What follows belongs to an exercise in optimizing a design on an open flow for small area; a production flow would make more cautious choices.
In this exercise RTL edits were held to simulation tests only and were not proved equivalent to the original.
No activity file was given, so power comes from the tool's default toggle rates.

===== flow/config.mk =====
export PLATFORM = sky130hd
export DESIGN_NAME = cf_hdmi
export DESIGN_NICKNAME = cf_hdmi
export VERILOG_FILES = /design/flow/design.v
export SDC_FILE = /design/flow/constraint.sdc
export NUM_CORES = 4
export LEC_CHECK = 0
export CAP_MARGIN = 20
export CORE_MARGIN = 2
export CORE_UTILIZATION = 40
export PLACE_DENSITY = 0.6
export SLEW_MARGIN = 20

===== flow/constraint.sdc =====
create_clock -name core_clock -period 5.0 [get_ports {hdmi_clk}]
set_input_delay 1.0000 -clock core_clock [delete_from_list [all_inputs] [get_ports {hdmi_clk}]]
set_output_delay 1.0000 -clock core_clock [all_outputs]
set_load 0.01 [all_outputs]

===== flow/design.v =====
module cf_hdmi (
  hdmi_clk,
  rst,
  hdmi_vsync,
  hdmi_hsync,
  hdmi_data_e,
  hdmi_data,
  hdmi_fs_toggle,
  hdmi_raddr_g,
  hdmi_tpm_oos,
  mem_raddr,
  mem_rdata,
  vdma_fs_ret_toggle,
  vdma_fs_waddr,
  up_enable,
  up_tpg_enable,
  up_csc_bypass,
  up_hs_width,
  up_hs_count,
  up_hs_de_min,
  up_hs_de_max,
  up_vs_width,
  up_vs_count,
  up_vs_de_min,
  up_vs_de_max,
  up_cp_en,
  up_cp);
  input           hdmi_clk;
  input           rst;
  output          hdmi_vsync;
  output          hdmi_hsync;
  output          hdmi_data_e;
  output  [15:0]  hdmi_data;
  output          hdmi_fs_toggle;
  output  [ 8:0]  hdmi_raddr_g;
  output          hdmi_tpm_oos;
  output  [ 8:0]  mem_raddr;
  input   [47:0]  mem_rdata;
  input           vdma_fs_ret_toggle;
  input   [ 8:0]  vdma_fs_waddr;
  input           up_enable;
  input           up_tpg_enable;
  input           up_csc_bypass;
  input   [15:0]  up_hs_width;
  input   [15:0]  up_hs_count;
  input   [15:0]  up_hs_de_min;
  input   [15:0]  up_hs_de_max;
  input   [15:0]  up_vs_width;
  input   [15:0]  up_vs_count;
  input   [15:0]  up_vs_de_min;
  input   [15:0]  up_vs_de_max;
  input           up_cp_en;
  input   [23:0]  up_cp;
  reg             en_m1, en_m2, en_m3;
  reg             cpen_m1, cpen_m2, cpen_m3;
  reg             fsr_m1, fsr_m2, fsr_m3;
  reg             up_en;
  reg             cp_en;
  reg             fs_ret;
  reg     [ 8:0]  fs_waddr;
  reg             tpg_en;
  reg             bypass;
  reg     [15:0]  hs_width;
  reg     [15:0]  hs_lim;
  reg     [15:0]  hs_de_min;
  reg     [15:0]  hs_de_max;
  reg     [15:0]  vs_width;
  reg     [15:0]  vs_lim;
  reg     [15:0]  vs_de_min;
  reg     [15:0]  vs_de_max;
  reg     [23:0]  cp;
  reg     [15:0]  hs_count;
  reg     [15:0]  vs_count;
  reg             hdmi_fs_toggle;
  reg     [ 9:0]  raddr;
  reg     [ 8:0]  hdmi_raddr_g;
  reg             sel_d;
  reg     [23:0]  tpm_data;
  reg     [ 4:0]  tpm_mc;
  reg             hdmi_tpm_oos;
  reg     [ 2:0]  s0, s1, s2, s3;
  reg     [ 2:0]  sc [4:16];
  reg     [ 2:0]  s17, s18;
  reg     [23:0]  pix_2;
  reg     [23:0]  pix_3;
  reg     [23:0]  csc_4;
  reg     [23:0]  csc_5;
  reg     [ 7:0]  chr_6;
  reg             cr_sel;
  reg     [15:0]  od [6:16];
  reg     [15:0]  d17;
  reg     [15:0]  hdmi_data;
  integer         i;
  wire load = en_m2 & ~en_m3;
  wire cp_load = cpen_m2 & ~cpen_m3;
  always @(posedge hdmi_clk) begin
    if (rst == 1'b1) begin
      en_m1 <= 1'b0;
      en_m2 <= 1'b0;
      en_m3 <= 1'b0;
      cpen_m1 <= 1'b0;
      cpen_m2 <= 1'b0;
      cpen_m3 <= 1'b0;
      fsr_m1 <= 1'b0;
      fsr_m2 <= 1'b0;
      fsr_m3 <= 1'b0;
    end else begin
      en_m1 <= up_enable;
      en_m2 <= en_m1;
      en_m3 <= en_m2;
      cpen_m1 <= up_cp_en;
      cpen_m2 <= cpen_m1;
      cpen_m3 <= cpen_m2;
      fsr_m1 <= vdma_fs_ret_toggle;
      fsr_m2 <= fsr_m1;
      fsr_m3 <= fsr_m2;
    end
  end
  always @(posedge hdmi_clk) begin
    up_en <= en_m3;
    cp_en <= cpen_m3;
    fs_ret <= fsr_m2 ^ fsr_m3;
    fs_waddr <= vdma_fs_waddr;
  end
  always @(posedge hdmi_clk) begin
    if (load == 1'b1) begin
      tpg_en <= up_tpg_enable;
      bypass <= up_csc_bypass;
      hs_width <= up_hs_width;
      hs_de_min <= up_hs_de_min;
      hs_de_max <= up_hs_de_max;
      vs_width <= up_vs_width;
      vs_de_min <= up_vs_de_min;
      vs_de_max <= up_vs_de_max;
    end
    if (cp_load == 1'b1) begin
      cp <= up_cp;
    end
  end
  always @(posedge hdmi_clk) begin
    if (rst == 1'b1) begin
      hs_lim <= 16'hffff;
      vs_lim <= 16'hffff;
    end else if (load == 1'b1) begin
      hs_lim <= up_hs_count - 1'b1;
      vs_lim <= up_vs_count - 1'b1;
    end
  end
  wire hs_wrap = (hs_count >= hs_lim);
  wire vs_wrap = (vs_count >= vs_lim);
  always @(posedge hdmi_clk) begin
    if (rst == 1'b1) begin
      hs_count <= 16'd0;
      vs_count <= 16'd0;
    end else begin
      if (hs_wrap == 1'b1) begin
        hs_count <= 16'd0;
        if (vs_wrap == 1'b1) begin
          vs_count <= 16'd0;
        end else begin
          vs_count <= vs_count + 1'b1;
        end
      end else begin
        hs_count <= hs_count + 1'b1;
      end
    end
  end
  wire fs_s = up_en & (hs_count == 16'd1) & (vs_count == vs_width);
  wire hs_s = up_en & (hs_count < hs_width);
  wire vs_s = up_en & (vs_count < vs_width);
  wire de_s = up_en & (hs_count >= hs_de_min) & (hs_count < hs_de_max) &
    (vs_count >= vs_de_min) & (vs_count < vs_de_max);
  always @(posedge hdmi_clk) begin
    if (rst == 1'b1) begin
      hdmi_fs_toggle <= 1'b0;
      raddr <= 10'd0;
    end else begin
      if (fs_s == 1'b1) begin
        hdmi_fs_toggle <= ~hdmi_fs_toggle;
      end
      if (fs_ret == 1'b1) begin
        raddr <= {fs_waddr, 1'b0};
      end else if (s0[0] == 1'b1) begin
        raddr <= raddr + 1'b1;
      end
    end
  end
  assign mem_raddr = raddr[9:1];
  always @(posedge hdmi_clk) begin
    if (rst == 1'b1) begin
      hdmi_raddr_g <= 9'd0;
    end else begin
      hdmi_raddr_g <= raddr[9:1] ^ {1'b0, raddr[9:2]};
    end
    sel_d <= raddr[0];
  end
  always @(posedge hdmi_clk) begin
    s0 <= {vs_s, hs_s, de_s};
    s1 <= s0;
    s2 <= s1;
    if (rst == 1'b1) begin
      s3 <= 3'd0;
    end else begin
      s3 <= s2;
    end
    sc[4] <= s3;
    for (i = 5; i <= 16; i = i + 1) begin
      sc[i] <= sc[i-1];
    end
    s17 <= (bypass == 1'b1) ? s3 : sc[16];
    if (rst == 1'b1) begin
      s18 <= 3'd0;
    end else begin
      s18 <= s17;
    end
  end
  assign hdmi_vsync = s18[2];
  assign hdmi_hsync = s18[1];
  assign hdmi_data_e = s18[0];
  always @(posedge hdmi_clk) begin
    pix_2 <= (sel_d == 1'b1) ? mem_rdata[47:24] : mem_rdata[23:0];
  end
  wire tpm_mismatch = s2[0] & (pix_2 != tpm_data);
  always @(posedge hdmi_clk) begin
    if (rst == 1'b1) begin
      tpm_data <= 24'd0;
      tpm_mc <= 5'd0;
    end else begin
      if (fs_ret == 1'b1) begin
        tpm_data <= 24'd0;
      end else if (s2[0] == 1'b1) begin
        tpm_data <= tpm_data + 1'b1;
      end
      if (tpm_mismatch == 1'b1) begin
        tpm_mc <= 5'h10;
      end else if (tpm_mc[4] == 1'b1) begin
        tpm_mc <= tpm_mc + 1'b1;
      end
    end
  end
  always @(posedge hdmi_clk) begin
    if (rst == 1'b1) begin
      hdmi_tpm_oos <= 1'b0;
    end else begin
      hdmi_tpm_oos <= tpm_mc[4];
    end
  end
  always @(posedge hdmi_clk) begin
    if (cp_en == 1'b1) begin
      pix_3 <= cp;
    end else if (tpg_en == 1'b1) begin
      pix_3 <= tpm_data;
    end else begin
      pix_3 <= pix_2;
    end
  end
  wire [ 7:0] r = pix_3[23:16];
  wire [ 7:0] g = pix_3[15:8];
  wire [ 7:0] b = pix_3[7:0];
  wire [ 7:0] rn = ~pix_3[23:16];
  wire [ 7:0] gn = ~pix_3[15:8];
  wire [ 7:0] bn = ~pix_3[7:0];
  wire [19:0] cr_sum = 20'd1799 * r + 20'd1506 * gn + 20'd292 * bn + 20'd65798;
  wire [19:0] y_sum  = 20'd1051 * r + 20'd2064 * g + 20'd401 * b + 20'd65536;
  wire [19:0] cb_sum = 20'd607 * rn + 20'd1191 * gn + 20'd1799 * b + 20'd65798;
  always @(posedge hdmi_clk) begin
    csc_4 <= {cr_sum[19:12], y_sum[19:12], cb_sum[19:12]};
    csc_5 <= csc_4;
  end
  wire [ 7:0] chr_5 = (cr_sel == 1'b1) ? csc_5[23:16] : csc_5[7:0];
  wire [ 7:0] chr_4 = (cr_sel == 1'b1) ? csc_4[23:16] : csc_4[7:0];
  wire [ 9:0] chr_sum = {2'd0, chr_6} + {1'd0, chr_5, 1'd0} +
    {2'd0, (sc[4][0] == 1'b1) ? chr_4 : 8'd0};
  always @(posedge hdmi_clk) begin
    if (sc[5][0] == 1'b1) begin
      chr_6 <= (cr_sel == 1'b1) ? csc_5[7:0] : csc_5[23:16];
      cr_sel <= ~cr_sel;
    end else begin
      chr_6 <= 8'd0;
      cr_sel <= 1'b0;
    end
    od[6] <= {chr_sum[9:2], csc_5[15:8]};
    for (i = 7; i <= 16; i = i + 1) begin
      od[i] <= od[i-1];
    end
    d17 <= (bypass == 1'b1) ? pix_3[15:0] : od[16];
    hdmi_data <= d17;
  end
endmodule

===== flow/run.sh =====
#!/bin/bash
# synth_recipe.tcl (not shown) runs the flow's synth.tcl, then flattens the netlist and writes it again
# the make line also repeats each setting of config.mk as NAME=value (left out here)
make -C /OpenROAD-flow-scripts/flow DESIGN_CONFIG=/design/flow/config.mk WORK_HOME=/design/flow/orfs CLKGATE_MAP_FILE= SYNTH_SCRIPT=/design/flow/synth_recipe.tcl finish

==> results by group <==
Run
  – MaxCap Viol Count: 0

Timing
  – Fin crit share: 126%
  – Final setup violation count: 21
  – Slew @ Worst Pin: 0.785 ns
  – Slew margin rel.: 47.6%
  – Unrepaired setup endpoints after global routing: yes
  – Layout Skew: 0.0208 ns
  – Final Critical Period: 6.31 ns
  – Final hold viol count: 0
  – Worst setup margin: -1.31 ns
  – Hold Slack: 0.318 ns
  – Fmax: 159 MHz
  – Max-slew violation count: 0

Place
  – Pre-CTS setup slack: -1.33 ns
  – Placed cells: 4,492
  – Final HPWL DP: 62.4 mm
  – Routability congestion estimate: 0.896
  – IO buf count: 254

Pwr
  – Pwr Density: 704 nW/um^2
  – Power, Total: 29,600 uW
  – Leak: 0.0198 uW
  – Worst vdd ir: 0.924 mV

Routing
  – 1st-iter DRT viols: 911
  – Via count: 21,700
  – Final WL: 78.9 mm
  – Remaining DRCs: 0
  – Pre-Repair DR Iteration Count: 5
  – Vias per std cell: 4.68
  – Final ANT Viol Nets: 0
  – Wire length per cell: 17.0 um

Floorplanning
  – Io pins: 255
  – Chip width: 293 um
  – Die Span Y: 293 um
  – Starting density of the core: 40.2%
  – Total core area: 83,300 sq um
  – Rows: 106
  – Die ar.: 86,000 sq um

Cells and area
  – Filler cells: 7,461
  – Share of cells above drive strength 1: 15.6%
  – Antenna diode count: 0
  – Util after Layout: 50.6%
  – Final Net Count: 4,418
  – Finished Layout Cells: 4,642
  – P&R area growth vs syn: 25.8%
  – Most frequent cells in the layout: inv_1, dfxtp_1, ha_1
  – Most common cell after layout, fill and taps aside: inv_1
  – Reg area: 13,800 sq um
  – Multi-input logic area: 17,900 sq um

Yosys
  – YS warnings: 3
  – Mapped Area: 33,500 sq um
  – Seq/Total Area, Yosys: 41.2%
  – Number of synthesized register bits: 628
  – Synthesized Nets: 3,907
  – EDFF count, synth: 122
  – Top FF cell, synth: dfxtp_1
  – Post-synth cell types: 69
  – Asr flop ratio synth: 0%
  – Mapped Cells: 2,993
  – Syn avg cell area: 11.2 sq um

Clock network
  – Clk sinks: 628
  – H-tree levels: 3
  – Clk latency of the worst-skew pair: 0.61 ns
  – Clock-pin slew on the worst setup and hold paths: 0.06 ns
  – Longest Clk Path Bufs: 3
  – CTS Buf Count: 72
  – Root Driver: clkbuf_16
  – CTS tree: built

Min path
  – Worst Hold Depth: 0
  – Worst hold start: od[13][12]
  – Hold endpoint: od[14][12]
  – Hold Path Class: register to register

Worst setup path
  – Required arrival time at the worst endpoint: 5.53 ns
  – RR Startpoint: pix_3[13]
  – CP Class: register to register
  – Crit path max fanout: 3
  – Reg2reg path depth: 25
  – Crit start category: register
  – Flop2flop setup slack: -1.31 ns
  – Capturing point of the worst reg2reg path: csc_4[23]
  – CP arrival: 6.84 ns
  – Crit. End Element: register

GRT
  – Largest net degree at the start of global routing: 62
  – First-pass GRT wire length: 125 mm
  – Overflow after GRT: 0
  – Global Route Usage Sum: 18.9%
  – Initial antenna violation count: 3
  – Vias in the first global route: 22,700

Outcome
  – Status: complete, but fails checks
  – Layout Check Failures: negative setup slack
[what timing repair did]
action	CTS	global route
hold buffers	0	0
buffers inserted	9	15
resized for setup	42	59
pin swaps	39	68
endpoints found under the setup margin	23	24
hold endpoints to repair	0	0
[kinds of logic (layout without fill, tap and decap cells)]
| family | Yosys count | count (layout) | synth area share, % |
|---|---|---|---|
| muxes | 94 | 94 | 3.00 |
| adders and majority gates | 698 | 698 | 31.3 |
| buffers and inverters | 618 | 1187 | 7.06 |
| and+or+nand+nor | 494 | 494 | 7.44 |
| DFF | 628 | 628 | 41.2 |
| xor gates and xnor gates | 147 | 147 | 3.85 |
| AOI/OAI and AO/OA | 314 | 314 | 6.19 |
[routing by layer]
layer  share of wire [%]  routed length [um]  vias to the layer above  global-route usage (%)
met2                  48               38000                      403                    32.4
met4                 3.1                2430                        2                    6.11
li1                    -                   -                    10900                       -
met5               0.015                  12                        -                       0
met1                  44               35000                    10300                    24.3
met3                 4.4                3460                      114                    3.01
[layout make-up]
cell class | count | area share (%)
Clock inverter | 36 | 0.971
Clock buffer | 96 | 4.95
Sequential cell | 628 | 32.8
Inverter | 566 | 5.11
Tap cell | 1080 | 3.21
Multi-Input combinational cell | 1747 | 42.6
Timing Repair Buffer | 489 | 10.4
[cell usage after synthesis (all sizes together) (18+ instances only)]
cell type | instances | area (sq um)
ha | 467 | 5840
xor2 | 59 | 517
nand4 | 34 | 213
and3 | 26 | 163
nor3 | 33 | 165
mux2i | 42 | 420
nand2 | 88 | 330
clkbuf | 36 | 135
a21oi | 72 | 364
mux2 | 52 | 586
fa | 231 | 4620
a21o | 50 | 377
a211o | 24 | 210
xnor2 | 88 | 771
inv | 565 | 2120
dfxtp | 506 | 10100
nor2b | 55 | 344
nand3 | 39 | 195
o21ai | 72 | 360
nand2b | 18 | 113
nor2 | 144 | 543
edfxtp | 122 | 3660
[per-stage QoR]
stage               area, sq um  TNS [ns]
floorplan                 33700     -9.60
global placement          39000    -16.33
detailed placement        39000    -16.89
CTS                       41700    -13.43
global route              42100    -19.12
finish                    42100    -14.45
[state kept, by name, indices dropped and copies added, names as in the netlist, 24 cells and up]
register  cells
tpm_data     24
csc_5        24
od          176
cp           24
csc_4        24
pix_3        24
sc           39
pix_2        24
[worst max path at each step]
stage / start / end / slack [ns]
3_5_place_dp: pix_3[12] / csc_4[23] / -1.33
3_3_place_gp: pix_3[12] / csc_4[23] / -1.35
4_1_cts: pix_3[13] / csc_4[23] / -1.18
2_1_floorplan: pix_3[13] / csc_4[23] / -1.15
5_1_grt: pix_3[13] / csc_4[23] / -1.56
6_report: pix_3[13] / csc_4[23] / -1.31
[worst max-delay path, cell delays in order (launching register included)]
cell       delay, ns
dfxtp_4         0.36
inv_6           0.03
fa_1            0.56
inv_2           0.05
fa_1            0.49
fa_1            0.43
fa_1            0.52
inv_2           0.05
ha_4            0.15
or3_1           0.32
o21ai_2         0.09
nor2_1          0.08
a21oi_2         0.18
xnor2_1         0.09
ha_1            0.31
fa_1            0.51
inv_1           0.05
fa_1            0.49
inv_2           0.05
ha_4            0.22
a21o_1          0.16
a21o_1          0.19
a31oi_2         0.29
nor3_2          0.09
a2111oi_2       0.31
xnor2_1         0.16
[where the power goes]
part | switching (uW) | internal [uW] | total [uW]
sequential | 309 | 6330 | 6640
combinational | 8650 | 8920 | 17600
clock | 2180 | 3240 | 5420

-- port drivers added, routing unchanged --
No port has a modelled driver above. Below, the same layout with a new extraction and two added sets of constraints. Step 1, drivers: a clkbuf_16 drives hdmi_clk and a buf_2 each remaining input, both assumed. Step 2 adds t to the input delays and takes it off the output delays; t is the mean of the earliest and latest rising clock arrival at the registers after step 1. Input paths then give back, and output paths get back, about the clock's delay inside the block. Three values: no drivers, after step 1, after step 2; two values: the first two.
t, ns: 0.666
setup slack, ns: -1.307 / -1.307 / -1.307
slew at the worst register clock pin (ns): 0.06 / 0.06
The setup slack of this run moves by 0.000 ns with the drivers and by 0.000 ns with both steps.
